This design comes from an exercise in tuning for small area on the open sky130 flow, not from production work.
The RTL was checked by simulation tests, not by an equivalence proof against the original design.
Power figures rest on the tool's default switching activity, not on a simulated workload.

## v23
// sd_card_top
module sd_card_top
#(
	parameter  SPI_LOW_SPEED_DIV = 248,
	parameter  SPI_HIGH_SPEED_DIV = 0
)
(
	input            clk,
	input            rst,
	output           SD_nCS,
	output           SD_DCLK,
	output           SD_MOSI,
	input            SD_MISO,
	output reg       sd_init_done,
	input            sd_sec_read,
	input[31:0]      sd_sec_read_addr,
	output reg[7:0]  sd_sec_read_data,
	output reg       sd_sec_read_data_valid,
	output           sd_sec_read_end,
	input            sd_sec_write,
	input[31:0]      sd_sec_write_addr,
	input[7:0]       sd_sec_write_data,
	output           sd_sec_write_data_req,
	output           sd_sec_write_end
);
Size: ~500 cells after synthesis, about 100 flip-flops, roughly 93 I/O pins, about 0.0047 mm^2 of cells after synthesis.
clock: 5.0 ns
lec_check: 0
cap_margin: 20
core_margin: 2
core_utilization: 40
slew_margin: 20
standard.sh (not shown) runs the stock make flow with config.mk's settings and CLKGATE_MAP_FILE= SYNTH_SCRIPT=/design/flow/synth_recipe.tcl, a recipe that flattens the netlist after the stock synthesis.
==> flow/flow/run.sh <==
#!/bin/bash
# Own layout flow: the standard layout (standard.sh, all ORFS steps) with two changes:
#  1. synthesis maps logic with an area-oriented ABC script (flow/area.abc) instead of
#     ORFS's speed script; everything else in synthesis (registers included) is unchanged;
#  2. clock tree synthesis inserts no dummy loads (CTS_ARGS, from CTS_ARGS_OWN below).
# Each tool's output is in the ORFS logs under orfs/logs/; make's own output is in flow_make.log.
set -euo pipefail
W=$(pwd)
F="$W/flow"
cat > "$W/own_synth.tcl" <<EOT
# The standard flow's synthesis (synth_recipe.tcl), with abc's -script and -D replaced by flow/area.abc
proc abc {args} {
  set out {}
  set skip 0
  foreach a \$args {
    if {\$skip} { set skip 0; continue }
    if {\$a eq "-script" || \$a eq "-D"} { set skip 1; continue }
    lappend out \$a
  }
  yosys abc -script $F/area.abc {*}\$out
}
source $W/synth_recipe.tcl
EOT
sed "s#SYNTH_SCRIPT=[^ ]*synth_recipe.tcl#SYNTH_SCRIPT=$W/own_synth.tcl#" "$W/standard.sh" > "$W/own_standard.sh"
grep -q "SYNTH_SCRIPT=$W/own_synth.tcl" "$W/own_standard.sh"
export CTS_ARGS="-sink_clustering_enable -repair_clock_nets -dont_use_dummy_load -buf_list sky130_fd_sc_hd__clkbuf_8 -root_buf sky130_fd_sc_hd__clkbuf_8 -sink_clustering_size 30 -sink_clustering_max_diameter 150"
bash "$W/own_standard.sh" > "$W/flow_make.log" 2>&1
==> flow/flow/area.abc <==
strash
&get -n
&deepsyn -T 30
&nf -a
&put
Edits applied to the flow inputs when going from v23 to v47:
--- a/flow/flow/run.sh
+++ b/flow/flow/run.sh
@@ -26 +26 @@
-export CTS_ARGS="-sink_clustering_enable -repair_clock_nets -dont_use_dummy_load -buf_list sky130_fd_sc_hd__clkbuf_8 -root_buf sky130_fd_sc_hd__clkbuf_8 -sink_clustering_size 30 -sink_clustering_max_diameter 150"
+export CTS_ARGS="-sink_clustering_enable -repair_clock_nets -dont_use_dummy_load -buf_list sky130_fd_sc_hd__clkbuf_8 -root_buf sky130_fd_sc_hd__clkbuf_8"
### Flow results
Going from v23 to v47, post-synthesis cell type count grows by 3.7%. Between v47 and v23, the met2 track demand over resource in global routing is higher for v47. Final cycle utilization of the critical path (v47 over v23): decrease, 1.7 points. Die area: v23 vs v47 — no meaningful difference. Total sequential power, v47 and v23: lower on v23. v47 ran to completion and came out clean on the timing, DRC and antenna checks.
Relative to v47, the following input files were edited for v2:
--- a/flow/flow/run.sh
+++ b/flow/flow/run.sh
@@ -26 +26 @@
-export CTS_ARGS="-sink_clustering_enable -repair_clock_nets -dont_use_dummy_load -buf_list sky130_fd_sc_hd__clkbuf_8 -root_buf sky130_fd_sc_hd__clkbuf_8"
+export CTS_ARGS="-sink_clustering_enable -repair_clock_nets -dont_use_dummy_load -buf_list sky130_fd_sc_hd__clkbuf_4 -root_buf sky130_fd_sc_hd__clkbuf_8 -sink_clustering_size 10 -sink_clustering_max_diameter 60"
==> notes.md <==
v2 vs v47 — via count climbed slightly. Row net count of the finished layout: v2 higher / v47 lower. v2 reports a lower routed length per instance than v47 does. Minimum setup slack in the final design for v2 is lower than for v47. Looking at largest family of logic cells by synthesized area, the compound AO/OA/AOI/OAI gates result is from v47; the simple AND/OR/NAND/NOR gates one comes from v2.

========
v20:
sd_card_top, a different RTL version from the one above (not shown whole).
Size in the first run: roughly 470 cells after synthesis, roughly 4100 um^2 of cells after synthesis.
Design sd_card_top, start of the top module:
module sd_card_top
#(
	parameter  SPI_LOW_SPEED_DIV = 248,
	parameter  SPI_HIGH_SPEED_DIV = 0
)
(
	input            clk,
	input            rst,
	output           SD_nCS,
	output           SD_DCLK,
	output           SD_MOSI,
	input            SD_MISO,
	output reg       sd_init_done,
	input            sd_sec_read,
	input[31:0]      sd_sec_read_addr,
	output reg[7:0]  sd_sec_read_data,
	output reg       sd_sec_read_data_valid,
	output           sd_sec_read_end,
	input            sd_sec_write,
	input[31:0]      sd_sec_write_addr,
	input[7:0]       sd_sec_write_data,
	output           sd_sec_write_data_req,
	output           sd_sec_write_end
);
clock: 5.0 ns
lec_check: 0
cap_margin: 0
core_margin: 2
core_utilization: 60
gpl_timing_driven: 0
slew_margin: 0
==> flow/flow/run.sh <==
#!/bin/bash
# Own layout flow: the standard layout (standard.sh, all ORFS steps) with these changes:
#  1. synthesis maps logic with an area-oriented ABC script (flow/area.abc) instead of
#     ORFS's speed script; everything else in synthesis (registers included) is unchanged;
#  2. clock tree synthesis uses clkbuf_8 buffers and inserts no dummy loads (CTS_ARGS);
#  3. every input and output port still gets its own buffer, but a buf_1 (BUFFER_PORTS_ARGS).
# Each tool's output is in the ORFS logs under orfs/logs/; make's own output is in flow_make.log.
set -euo pipefail
W=$(pwd)
F="$W/flow"
cat > "$W/own_synth.tcl" <<EOT
# The standard flow's synthesis (synth_recipe.tcl), with abc's -script and -D replaced by flow/area.abc
proc abc {args} {
  set out {}
  set skip 0
  foreach a \$args {
    if {\$skip} { set skip 0; continue }
    if {\$a eq "-script" || \$a eq "-D"} { set skip 1; continue }
    lappend out \$a
  }
  yosys abc -script $F/area.abc {*}\$out
}
source $W/synth_recipe.tcl
EOT
sed "s#SYNTH_SCRIPT=[^ ]*synth_recipe.tcl#SYNTH_SCRIPT=$W/own_synth.tcl#" "$W/standard.sh" > "$W/own_standard.sh"
grep -q "SYNTH_SCRIPT=$W/own_synth.tcl" "$W/own_standard.sh"
export BUFFER_PORTS_ARGS="-inputs -outputs -buffer_cell sky130_fd_sc_hd__buf_1"
export CTS_ARGS="-sink_clustering_enable -repair_clock_nets -dont_use_dummy_load -buf_list sky130_fd_sc_hd__clkbuf_4 -root_buf sky130_fd_sc_hd__clkbuf_8 -tree_buf sky130_fd_sc_hd__clkbuf_4"
bash "$W/own_standard.sh" > "$W/flow_make.log" 2>&1
==> flow/flow/area.abc <==
strash
dc2
&get -n
&deepsyn -T 30
&nf -a -R 1000
&put
mfs3 -ae
topo
The inputs of v37 differ from those of v20 as listed below.
--- a/flow/flow/run.sh
+++ b/flow/flow/run.sh
@@ -27,3 +27,3 @@
 export BUFFER_PORTS_ARGS="-inputs -outputs -buffer_cell sky130_fd_sc_hd__buf_1"
-export CTS_ARGS="-sink_clustering_enable -repair_clock_nets -dont_use_dummy_load -buf_list sky130_fd_sc_hd__clkbuf_4 -root_buf sky130_fd_sc_hd__clkbuf_8 -tree_buf sky130_fd_sc_hd__clkbuf_4"
+export CTS_ARGS="-sink_clustering_enable -repair_clock_nets -dont_use_dummy_load -buf_list sky130_fd_sc_hd__clkbuf_8 -root_buf sky130_fd_sc_hd__clkbuf_8"
 bash "$W/own_standard.sh" > "$W/flow_make.log" 2>&1
--- a/flow/flow/area.abc
+++ b/flow/flow/area.abc
@@ -7,2 +7,8 @@
 mfs3 -ae
+strash
+&get -n
+&dch
+&nf -a -R 1000
+&put
+mfs3 -ae
 topo
==> comparison <==
Compared with v20, in v37 clock power share held; synthesized cell count has increased; share of the core filled with cells in the final layout now larger; post-detailed-placement half-perimeter wirelength went up 180 um.
The run showing the greater via count is v37.
Summary: with v20 as the reference, power consumption in v37 moved up slightly.
v20 has a lower combinational group power than v37.
In v37, the layout overhead on the synthesized area came out 1.0 points above the value in v20.
Fraction of layout instances using a drive strength above 1 (higher): v37
Relative to v20, routed wire length on met2 increased by 370 um in v37.
For worst hold slack across all endpoints, v20 and v37 come out practically identical.
Edits applied to the flow inputs when going from v37 to v30:
==> flow/flow/area.abc <==
strash
dc2
&get -n
&deepsyn -T 30
&nf -a -R 1000
&put
mfs3 -ae
topo
--- outcome ---
- Looking at the reports, v30 completed the entire flow and the layout it produced met the timing, DRC and antenna checks.
- v37: flow completed, timing, DRC and antenna clean
- Changes observed in v30 relative to v37: reported leakage power has remained practically unchanged, final weighted congestion of routability-driven global placement moved up.
- Of v30 and v37, it is v30 that has the lower signed area change from the synthesized netlist to the final layout.
- Run comparison: v30 critical path's slowest cell sky130_fd_sc_hd__dfrtp_2; v37 critical path's slowest cell sky130_fd_sc_hd__or4_4
- v30: pre-CTS worst setup slack 0.12 ns below v37
- | iteration-0 DRC count of the detailed router | v30 vs v37 | worse |
- [v30 vs v37] number of placed instances, taps included: lower in v30
- Cell area on v30 is down relative to v37.
Modified inputs, v11 compared to v30
--- a/flow/flow/run.sh
+++ b/flow/flow/run.sh
@@ -27,3 +27,3 @@
 export BUFFER_PORTS_ARGS="-inputs -outputs -buffer_cell sky130_fd_sc_hd__buf_1"
-export CTS_ARGS="-sink_clustering_enable -repair_clock_nets -dont_use_dummy_load -buf_list sky130_fd_sc_hd__clkbuf_8 -root_buf sky130_fd_sc_hd__clkbuf_8"
+export CTS_ARGS="-repair_clock_nets -dont_use_dummy_load -buf_list sky130_fd_sc_hd__clkbuf_8 -root_buf sky130_fd_sc_hd__clkbuf_8"
 bash "$W/own_standard.sh" > "$W/flow_make.log" 2>&1
## What came out
- Re area after synthesis: no difference whatsoever between v30 and v11.
- v30 -> v11: number of vias in the routed layout delta 0, exact match
- Required time of the worst setup path: v11 vs v30, no meaningful difference
- v11 -> v30: total inserted antenna cells delta 0, exact match
- v11 against v30: adder-cell share of the synthesized area essentially unchanged, synthesized cell count neither gained nor lost much, share of cell area taken by multi-input logic gates about even.

## re-timing with driven ports
The results above use ideal ports. As a check the final layouts listed here were re-extracted and re-timed, cells and wires unchanged. Step 1: set_driving_cell puts a clkbuf_16 on clk and a buf_2 on each other input, an assumption about the parent block. Step 2 adds t to the input delays and takes it off the output delays; t is the mean of the earliest and latest rising clock arrival at the registers after step 1. Input paths then give back, and output paths get back, about the clock's delay inside the block. a / b / c = ideal ports / drivers / drivers and shift; a / b = the first two.
| run | t, ns | slack for setup (ns) | worst slew at a driven data input, ns |
|---|---|---|---|
| v23 | 0.407 | 1.077 / 1.043 / 1.451 | 0.05 |
| v47 | 0.390 | 1.161 / 1.127 / 1.517 | 0.04 |
| v2 | 0.407 | 1.077 / 1.043 / 1.451 | 0.05 |
| v20 | 0.372 | 0.232 / 0.201 / 0.574 | 0.04 |
| v37 | 0.379 | 0.221 / 0.189 / 0.568 | 0.04 |
| v30 | 0.372 | 0.232 / 0.201 / 0.574 | 0.04 |
| v11 | 0.372 | 0.232 / 0.201 / 0.574 | 0.04 |
After both steps every run listed still meets setup and hold.
